From an optimization exercise on the open Yosys and OpenROAD flow, aimed at small area and a short achievable clock period; shortcuts taken in it are not production practice. RTL that was checked went through simulation tests only; none was proved equivalent to the original.

run A:
==> flow/design.v <==
module spn_cu (
    input  logic        clk,
    input  logic        reset,            
    input  logic [1:0]  opcode,           
    input  logic [15:0] data_in,          
    input  logic [31:0] secret_key,       
    output logic [15:0] data_out,         
    output logic [1:0]  valid             
);
    function automatic logic [3:0] sbox(input logic [3:0] x);
        logic w;
        w = ~(x[1] ^ x[2]);
        sbox[0] = x[3] ^ (x[0] & w);
        sbox[1] = ~(x[0] ^ x[1]) ^ (x[3] & ((~x[0] & ~x[2]) | (x[1] & (x[0] ^ x[2]))));
        sbox[2] = x[2] ^ (x[0] & w & ~x[3]);
        sbox[3] = ~(x[0] ^ (x[2] & ~(x[0] & x[1])) ^ (x[3] & ~(x[0] ^ x[1])));
    endfunction
    function automatic logic [3:0] inv_sbox(input logic [3:0] x);
        inv_sbox[0] = ~(x[2] ^ x[3] ^ (x[0] & ~(x[1] ^ (x[2] & x[3]))));
        inv_sbox[1] = x[1] ^ x[2] ^ x[3] ^ (x[0] & (x[3] ? x[1] : x[2]));
        inv_sbox[2] = x[2] ^ (x[0] & ~x[3] & (x[1] ^ x[2]));
        inv_sbox[3] = (~(x[1] | x[2]) | (x[0] & x[1] & x[2])) ^ (x[3] & ~(x[0] ^ x[1] ^ x[2]));
    endfunction
    function automatic logic [15:0] s16(input logic [15:0] x);
        s16 = {sbox(x[15:12]), sbox(x[11:8]), sbox(x[7:4]), sbox(x[3:0])};
    endfunction
    function automatic logic [15:0] si16(input logic [15:0] x);
        si16 = {inv_sbox(x[15:12]), inv_sbox(x[11:8]), inv_sbox(x[7:4]), inv_sbox(x[3:0])};
    endfunction
    logic        st_idle, st_pe, st_pd, st_de, st_dd, st_err;
    logic [15:0] d_reg, k_reg;
    logic [7:0]  x_reg;
    logic        err_in, enc;
    logic [15:0] x, rk, u_enc, u_dec, u;
    assign err_in = st_idle && (opcode == 2'b11);
    assign enc    = st_idle ? opcode[0] : (st_pe | st_de);
    assign x     = st_idle ? data_in : d_reg;
    assign rk    = st_idle ? {secret_key[7:0], opcode[0] ? secret_key[23:16] : secret_key[31:24]}
                           : k_reg;
    assign u_enc = s16(x ^ rk);
    assign u_dec = si16(x) ^ rk;
    assign u     = enc ? u_enc : u_dec;
    always_ff @(posedge clk or posedge reset) begin
        if (reset) begin
            st_idle <= 1'b1;
            st_pe   <= 1'b0;
            st_pd   <= 1'b0;
            st_de   <= 1'b0;
            st_dd   <= 1'b0;
            st_err  <= 1'b0;
        end else begin
            st_idle <= st_de | st_dd | st_err | (st_idle && opcode == 2'b00);
            st_pe   <= st_idle && opcode == 2'b01;
            st_pd   <= st_idle && opcode == 2'b10;
            st_de   <= st_pe;
            st_dd   <= st_pd;
            st_err  <= err_in;
        end
    end
    always_ff @(posedge clk) begin
        d_reg <= enc ? {u[13:0], u[15:14]} : {u[1:0], u[15:2]};
        k_reg <= st_idle ? secret_key[15:0] : {k_reg[7:0], x_reg};
        x_reg <= opcode[0] ? secret_key[31:24] : secret_key[23:16];
    end
    assign data_out = ({16{st_de}} & u_enc) | ({16{st_dd}} & u_dec);
    assign valid    = {st_dd | st_err | err_in, st_de | st_err | err_in};
endmodule
clock: 5.5 ns
lec_check: 0
cap_margin: 20
core_margin: 2
core_utilization: 40
place_density: 0.6
slew_margin: 20
standard.sh (not shown) runs the stock make flow with config.mk's settings and CLKGATE_MAP_FILE= SYNTH_SCRIPT=/design/flow/synth_recipe.tcl, a recipe that flattens the netlist after the stock synthesis.
==> flow/flow/run.sh <==
#!/bin/bash
bash standard.sh "BUFFER_PORTS_ARGS=-buffer_cell sky130_fd_sc_hd__buf_1" "ADDER_MAP_FILE=" finish > standard.log 2>&1
Here is what was changed in the inputs of run B compared with run A.
==> flow/design.v <==
module spn_cu (
    input  logic        clk,
    input  logic        reset,            
    input  logic [1:0]  opcode,           
    input  logic [15:0] data_in,          
    input  logic [31:0] secret_key,       
    output logic [15:0] data_out,         
    output logic [1:0]  valid             
);
    localparam logic [15:0] S0 = 16'h7d82, S1 = 16'hd499, S2 = 16'hf072, S3 = 16'hbc25;
    localparam logic [15:0] I0 = 16'h722d, I1 = 16'h4b9c, I2 = 16'hf0d8, I3 = 16'hea83;
    function automatic logic [3:0] sbox(input logic [3:0] x);
        sbox = {S3[x], S2[x], S1[x], S0[x]};
    endfunction
    function automatic logic [3:0] inv_sbox(input logic [3:0] x);
        inv_sbox = {I3[x], I2[x], I1[x], I0[x]};
    endfunction
    function automatic logic [15:0] s16(input logic [15:0] x);
        s16 = {sbox(x[15:12]), sbox(x[11:8]), sbox(x[7:4]), sbox(x[3:0])};
    endfunction
    function automatic logic [15:0] si16(input logic [15:0] x);
        si16 = {inv_sbox(x[15:12]), inv_sbox(x[11:8]), inv_sbox(x[7:4]), inv_sbox(x[3:0])};
    endfunction
    logic [1:0]  v;
    logic        p;
    logic [15:0] d_reg, k_reg;
    logic [7:0]  x_reg;
    logic        idle, done, err_in, enc;
    logic [15:0] x, rk, u;
    assign idle   = (v == 2'b00);
    assign done   = !p && (v[0] ^ v[1]);
    assign err_in = idle && (opcode == 2'b11);
    assign enc    = idle ? opcode[0] : v[0];
    assign x  = idle ? data_in : d_reg;
    assign rk = idle ? {secret_key[7:0], opcode[0] ? secret_key[23:16] : secret_key[31:24]}
                     : k_reg;
    assign u  = enc ? s16(x ^ rk) : (si16(x) ^ rk);
    always_ff @(posedge clk or posedge reset) begin
        if (reset) begin
            v <= 2'b00;
            p <= 1'b0;
        end else begin
            v <= idle ? opcode : (p ? v : 2'b00);
            p <= idle && (opcode[0] ^ opcode[1]);
        end
    end
    always_ff @(posedge clk) begin
        d_reg <= enc ? {u[13:0], u[15:14]} : {u[1:0], u[15:2]};
        k_reg <= idle ? secret_key[15:0] : {k_reg[7:0], x_reg};
        x_reg <= opcode[0] ? secret_key[31:24] : secret_key[23:16];
    end
    assign data_out = done ? u : 16'h0000;
    assign valid    = (p ? 2'b00 : v) | {err_in, err_in};
endmodule
[summary]
- Taking run A as the reference, in run B share of synthesized area spent on multiplexers went down 12 points, total wirelength of the detailed-routed design went up about 7%.
- When run B is measured against run A, its die height turns out 1.1 um higher.
- On global-route usage, the higher figure sits with run B, not run A.
- Per the comparison of run B with run A, maximum fanout along the worst path increased by about 120% relative to the old numbers, number of buffers and inverters on the critical path decreased by 1 relative to the old numbers, portion of the clock cycle consumed by the worst path in the final layout increased by 1.6 points relative to the old numbers, synthesis-to-layout area growth increased by 1.8 points relative to the old numbers.
Function not checked in run A: the RTL went through the layout flow alone.

[afterwards: timing with drivers on the ports]
How much do the figures lean on ideal ports? The routed layouts below were timed once more, with nothing changed but the port constraints.
Step 1 sets driving cells, clkbuf_16 on the clock port and buf_2 on the other inputs (assumed; they add their load-dependent delay and slew).
Step 2 moves the port delays by t, midway between the first and last clock arrival at a register: inputs arrive t later, outputs are due t later. That takes back most of the time a late clock gives input paths.
a / b / c = no drivers / after step 1 / after step 2; a / b = the first two.
| run | t, ns | slack for setup (ns) | hold WS [ns] |
|---|---|---|---|
| run A | 0.327 | 1.179 / 1.151 / 1.175 | 0.356 / 0.356 / 0.356 |
| run B | 0.330 | 1.090 / 1.056 / 1.197 | 0.430 / 0.430 / 0.430 |
After both steps every run listed still meets setup and hold. The setup slack of run A, which loses most, moves by -0.028 ns with the drivers and by -0.004 ns with both steps.
